This is an optimization exercise on Yosys and OpenROAD, whose aim is small area, not a production implementation.
In this exercise RTL edits were held to simulation tests only and were not proved equivalent to the original.
No driver is modelled on the clock port, so clock power and skew are understated where the tree is cut down; a real chip needs a root buffer or a tree.
Power figures rest on the tool's default switching activity, not on a simulated workload.

Design upCounter, start of the top module:
module upCounter(
    input i_clk,
    input i_reset,
    output [3:0] o_fndDigit,
    output [7:0] o_fndData
    );
    wire       w_start, w_last;
    wire [1:0] w_counter, w_phase;
    wire [3:0] w_slot0, w_slot1, w_slot2, w_slot3, w_data;
    clockDivider clkDiv(
        .i_clk(i_clk),
        .i_reset(i_reset),
        .o_counter(w_counter),
        .o_phase(w_phase),
        .o_start(w_start),
        .o_last(w_last)
    );
    decoder2x4 deco2x4(
        .i_counter(w_counter),
        .o_fndDigit(o_fndDigit)
    );
    counterData cntData(
        .i_clk(i_clk),
        .i_reset(i_reset),
        .i_phase(w_phase),
        .i_start(w_start),
        .i_last(w_last),
        .o_slot0(w_slot0),
        .o_slot1(w_slot1),
        .o_slot2(w_slot2),
        .o_slot3(w_slot3)
    );
    MUX4 mux(
        .i_slot0(w_slot0),
        .i_slot1(w_slot1),
        .i_slot2(w_slot2),
        .i_slot3(w_slot3),
        .i_counter(w_counter),
        .i_phase(w_phase),
        .o_data(w_data)
    );
    BCDtoFNDdecoder bcdFndDeco(
        .i_data(w_data),
        .o_fndData(o_fndData)
    );
endmodule
==> flow/config.mk <==
export PLATFORM = sky130hd
export DESIGN_NAME = upCounter
export DESIGN_NICKNAME = upCounter
export VERILOG_FILES = /design/flow/design.v
export SDC_FILE = /design/flow/constraint.sdc
export NUM_CORES = 4
export LEC_CHECK = 0
export CAP_MARGIN = 20
export CORE_AREA = 2.3 2.72 57.04 57.12
export DIE_AREA = 0 0 59.42 59.42
export PLACE_DENSITY = 0.9
export SLEW_MARGIN = 20
==> flow/constraint.sdc <==
create_clock -name core_clock -period 120.0 [get_ports {i_clk}]
set_input_delay 24.0000 -clock core_clock [delete_from_list [all_inputs] [get_ports {i_clk}]]
set_output_delay 24.0000 -clock core_clock [all_outputs]
set_load 0.01 [all_outputs]
standard.sh (not shown) runs the stock make flow with config.mk's settings and CLKGATE_MAP_FILE= SYNTH_SCRIPT=/design/flow/synth_recipe.tcl, a recipe that flattens the netlist after the stock synthesis.
==> flow/flow/run.sh <==
#!/bin/bash
# Own layout flow: the standard synthesis, then the combinational logic between
# the registers re-mapped for area (every register cell and name kept), then
# the standard ORFS layout with 1x port buffers and a one-level clock tree
# (the clock port drives one buffer, which drives every register).
set -euo pipefail
W=$(pwd)
R=$W/orfs/results/$FLOW_PLATFORM/upCounter/base
YOSYS=$(command -v yosys || echo $FLOW_HOME/../tools/install/yosys/bin/yosys)
OPENROAD=$(command -v openroad || echo $FLOW_HOME/../tools/install/OpenROAD/bin/openroad)

bash standard.sh synth > synth.log 2>&1
cp "$R/1_2_yosys.v" "$W/std_synth.v"

FLOW_RESET=i_reset "$YOSYS" -c flow/reopt.tcl > reopt.log 2>&1
cp "$W/reopt_synth.v" "$R/1_2_yosys.v"
rm -f "$R/1_synth.odb" "$R/1_synth.sdc"

export BUFFER_PORTS_ARGS="-buffer_cell sky130_fd_sc_hd__buf_1"
bash standard.sh place > place.log 2>&1

RESULTS="$R" CLOCK_PORT=i_clk CLOCK_BUF=sky130_fd_sc_hd__buf_12 CLOCK_NBUF=1 \
  "$OPENROAD" -no_init -exit flow/cts.tcl > cts.log 2>&1
cp "$R/4_1_cts.odb" "$R/4_cts.odb"

bash standard.sh finish > finish.log 2>&1
==> flow/flow/cts.tcl <==
# Clock tree of one level: the clock port drives CLOCK_NBUF clock buffers
# (cell CLOCK_BUF), each placed at the centre of its share of the registers
# (registers split into groups by position) and driving their clock pins.
set plat $::env(FLOW_HOME)/platforms/sky130hd
set res $::env(RESULTS)
read_lef $plat/lef/sky130_fd_sc_hd.tlef
read_lef $plat/lef/sky130_fd_sc_hd_merged.lef
read_liberty $plat/lib/sky130_fd_sc_hd__tt_025C_1v80.lib
read_db $res/3_place.odb
read_sdc $res/3_place.sdc
source $plat/setRC.tcl

set block [ord::get_db_block]
set clknet [$block findNet $::env(CLOCK_PORT)]
$clknet setSigType CLOCK
set master [[ord::get_db] findMaster $::env(CLOCK_BUF)]
set nbuf $::env(CLOCK_NBUF)

# sinks sorted by x (or by y for the second split), then cut into groups
set sinks {}
foreach it [$clknet getITerms] {
  set loc [[$it getInst] getLocation]
  lappend sinks [list $it [lindex $loc 0] [lindex $loc 1]]
}
set sinks [lsort -integer -index 1 $sinks]
set n [llength $sinks]
for {set b 0} {$b < $nbuf} {incr b} {
  set lo [expr {($n * $b) / $nbuf}]
  set hi [expr {($n * ($b + 1)) / $nbuf - 1}]
  set inst [odb::dbInst_create $block $master clkbuf_root_$b]
  set net [odb::dbNet_create $block clknet_root_$b]
  $net setSigType CLOCK
  set sx 0; set sy 0; set m 0
  foreach s [lrange $sinks $lo $hi] {
    set it [lindex $s 0]
    incr sx [lindex $s 1]; incr sy [lindex $s 2]; incr m
    $it disconnect
    $it connect $net
  }
  [$inst findITerm A] connect $clknet
  [$inst findITerm X] connect $net
  $inst setLocation [expr {$sx / $m}] [expr {$sy / $m}]
  $inst setPlacementStatus PLACED
  puts "clock buffer $b ($::env(CLOCK_BUF)) drives $m sinks"
}

set_placement_padding -global -left 0 -right 0
detailed_placement
check_placement -verbose

set_propagated_clock [all_clocks]
estimate_parasitics -placement
set mx 0
foreach p [get_pins -hier */CLK] { set s [get_property $p slew_max]; if {$s > $mx} {set mx $s} }
puts "largest register clock slew (placement estimate): $mx"
report_worst_slack -min
report_worst_slack -max

if {[info exists ::env(CTS_DRYRUN)]} { exit }
write_db $res/4_1_cts.odb
write_sdc -no_timestamp $res/4_cts.sdc
==> flow/flow/reopt.tcl <==
# Re-map the standard synthesis's combinational logic for area. Registers are
# kept as black boxes, so their cells and instance names do not change.
set lib $::env(FLOW_HOME)/platforms/sky130hd/lib/sky130_fd_sc_hd__tt_025C_1v80.lib
yosys read_liberty -overwrite -ignore_miss_func $lib
yosys read_verilog std_synth.v
yosys hierarchy -top $::env(FLOW_TOP)
set fh [open $lib r]
set seq {}
while {[gets $fh line] >= 0} {
  if {[regexp {cell\s*\(\s*"?(sky130_fd_sc_hd__(df|dl|sdf|edf|sedf)\w+)"?\s*\)} $line -> c]} {
    lappend seq $c
  }
}
close $fh
foreach c [lsort -unique $seq] { yosys blackbox $c }
yosys flatten
yosys opt -purge
# the platform's don't-use cells, from its config.mk
set fh [open $::env(FLOW_HOME)/platforms/sky130hd/config.mk r]
set cfg [read $fh]
close $fh
regexp {DONT_USE_CELLS \+= \\(.*?)\n\s*#} $cfg -> du
set dont_use {}
foreach c [concat [regexp -all -inline {sky130_fd_sc_hd__\w+} $du] sky130_fd_sc_hd__ha_1 sky130_fd_sc_hd__fa_1] { lappend dont_use -dont_use $c }
puts "dont_use: $dont_use"
# Several ABC runs (different seeds of its deep synthesis); the smallest
# mapping is kept. All of them compute the same logic.
yosys design -save pre_abc
set best_area 1e18
set best_run ""
set runs {}
foreach map {amap {amap -m}} {
  lappend runs "strash\ndch -f\n$map\ntopo"
  foreach seed {1 2 3 4 5 6} {
    lappend runs "&get -n\n&st\n&deepsyn -T 10 -S $seed\n&put\ndch -f\n$map\ntopo"
  }
}
set i 0
foreach script $runs {
  yosys design -load pre_abc
  set fh [open abc_area_$i.script w]
  puts $fh $script
  close $fh
  yosys abc -liberty $lib {*}$dont_use -script abc_area_$i.script
  yosys read_liberty -lib -overwrite $lib
  set st [yosys tee -q -s result.string stat -liberty $lib]
  regexp {Chip area for module '\\[^']*': ([0-9.]+)} $st -> area
  puts "abc run $i: area $area"
  if {$area < $best_area} {
    set best_area $area
    set best_run $i
    yosys design -save best_abc
  }
  incr i
}
puts "kept abc run $best_run: area $best_area"
yosys design -load best_abc
# cell definitions again (black boxes) so that the checks know the pin directions
yosys read_liberty -lib -overwrite $lib
yosys opt_clean -purge
yosys splitnets
yosys opt_clean -purge
yosys hilomap -singleton -hicell sky130_fd_sc_hd__conb_1 HI -locell sky130_fd_sc_hd__conb_1 LO
yosys insbuf -buf sky130_fd_sc_hd__buf_1 A X
yosys check -assert -mapped
yosys stat -liberty $lib
yosys write_verilog -noattr -nohex -nodec -selected reopt_synth.v

# Inverters: inv_2 has the area of clkinv_1 and drives more. The inverter of the
# reset input drives every register's reset pin, so it gets inv_4.
set fh [open reopt_synth.v r]
set net [read $fh]
close $fh
set net [string map {"sky130_fd_sc_hd__clkinv_1 " "sky130_fd_sc_hd__inv_2 "} $net]
set rst $::env(FLOW_RESET)
set n [regsub -all "sky130_fd_sc_hd__inv_2 (\\S+\\s*\\(\\s*\\.A\\($rst\\)\\s*,)" $net {sky130_fd_sc_hd__inv_4 \1} net]
puts "reset inverters resized: $n"
set fh [open reopt_synth.v w]
puts -nonewline $fh $net
close $fh
Next try:
--- a/flow/flow/run.sh
+++ b/flow/flow/run.sh
@@ -13,5 +13,5 @@
 cp "$R/1_2_yosys.v" "$W/std_synth.v"
 
-FLOW_RESET=i_reset "$YOSYS" -c flow/reopt.tcl > reopt.log 2>&1
+"$YOSYS" -c flow/reopt.tcl > reopt.log 2>&1
 cp "$W/reopt_synth.v" "$R/1_2_yosys.v"
 rm -f "$R/1_synth.odb" "$R/1_synth.sdc"
@@ -20,5 +20,5 @@
 bash standard.sh place > place.log 2>&1
 
-RESULTS="$R" CLOCK_PORT=i_clk CLOCK_BUF=sky130_fd_sc_hd__buf_12 CLOCK_NBUF=1 \
+RESULTS="$R" CLOCK_PORT=i_clk CLOCK_BUF=sky130_fd_sc_hd__buf_4 CLOCK_NBUF=2 \
   "$OPENROAD" -no_init -exit flow/cts.tcl > cts.log 2>&1
 cp "$R/4_1_cts.odb" "$R/4_cts.odb"
--- a/flow/flow/reopt.tcl
+++ b/flow/flow/reopt.tcl
@@ -66,15 +66,2 @@
 yosys stat -liberty $lib
 yosys write_verilog -noattr -nohex -nodec -selected reopt_synth.v
-
-# Inverters: inv_2 has the area of clkinv_1 and drives more. The inverter of the
-# reset input drives every register's reset pin, so it gets inv_4.
-set fh [open reopt_synth.v r]
-set net [read $fh]
-close $fh
-set net [string map {"sky130_fd_sc_hd__clkinv_1 " "sky130_fd_sc_hd__inv_2 "} $net]
-set rst $::env(FLOW_RESET)
-set n [regsub -all "sky130_fd_sc_hd__inv_2 (\\S+\\s*\\(\\s*\\.A\\($rst\\)\\s*,)" $net {sky130_fd_sc_hd__inv_4 \1} net]
-puts "reset inverters resized: $n"
-set fh [open reopt_synth.v w]
-puts -nonewline $fh $net
-close $fh
After rerunning: Synthesized cell count stays the same. Sequential power stays flat. Clock skew is about the same. Global-route usage rises by 0.86 points. Wire length rises by 3.4%.
In every run of this note, the design's own scripts or RTL, not TritonCTS, make the clock network.

==> re-timing with driven ports <==
The results above use ideal ports. As a check the final layouts listed here were re-extracted and re-timed, cells and wires unchanged. Step 1: set_driving_cell puts a clkbuf_16 on i_clk and a buf_2 on each other input, an assumption about the parent block. Step 2 moves the port delays by t, midway between the first and last clock arrival at a register: inputs arrive t later, outputs are due t later. That takes back most of the time a late clock gives input paths. a / b / c = no drivers / after step 1 / after step 2; a / b = the first two.
run	shift t [ns]	setup slack, ns	worst hold slack (ns)	worst setup path at the end	latest minus earliest clock arrival (ns)
the first run	0.162	92.991 / 92.961 / 93.123	0.393 / 0.393 / 0.393	register to output	0.003 / 0.003
the second run	0.180	92.879 / 92.850 / 93.031	0.387 / 0.387 / 0.387	register to output	0.003 / 0.003
After both steps every run listed still meets setup and hold.
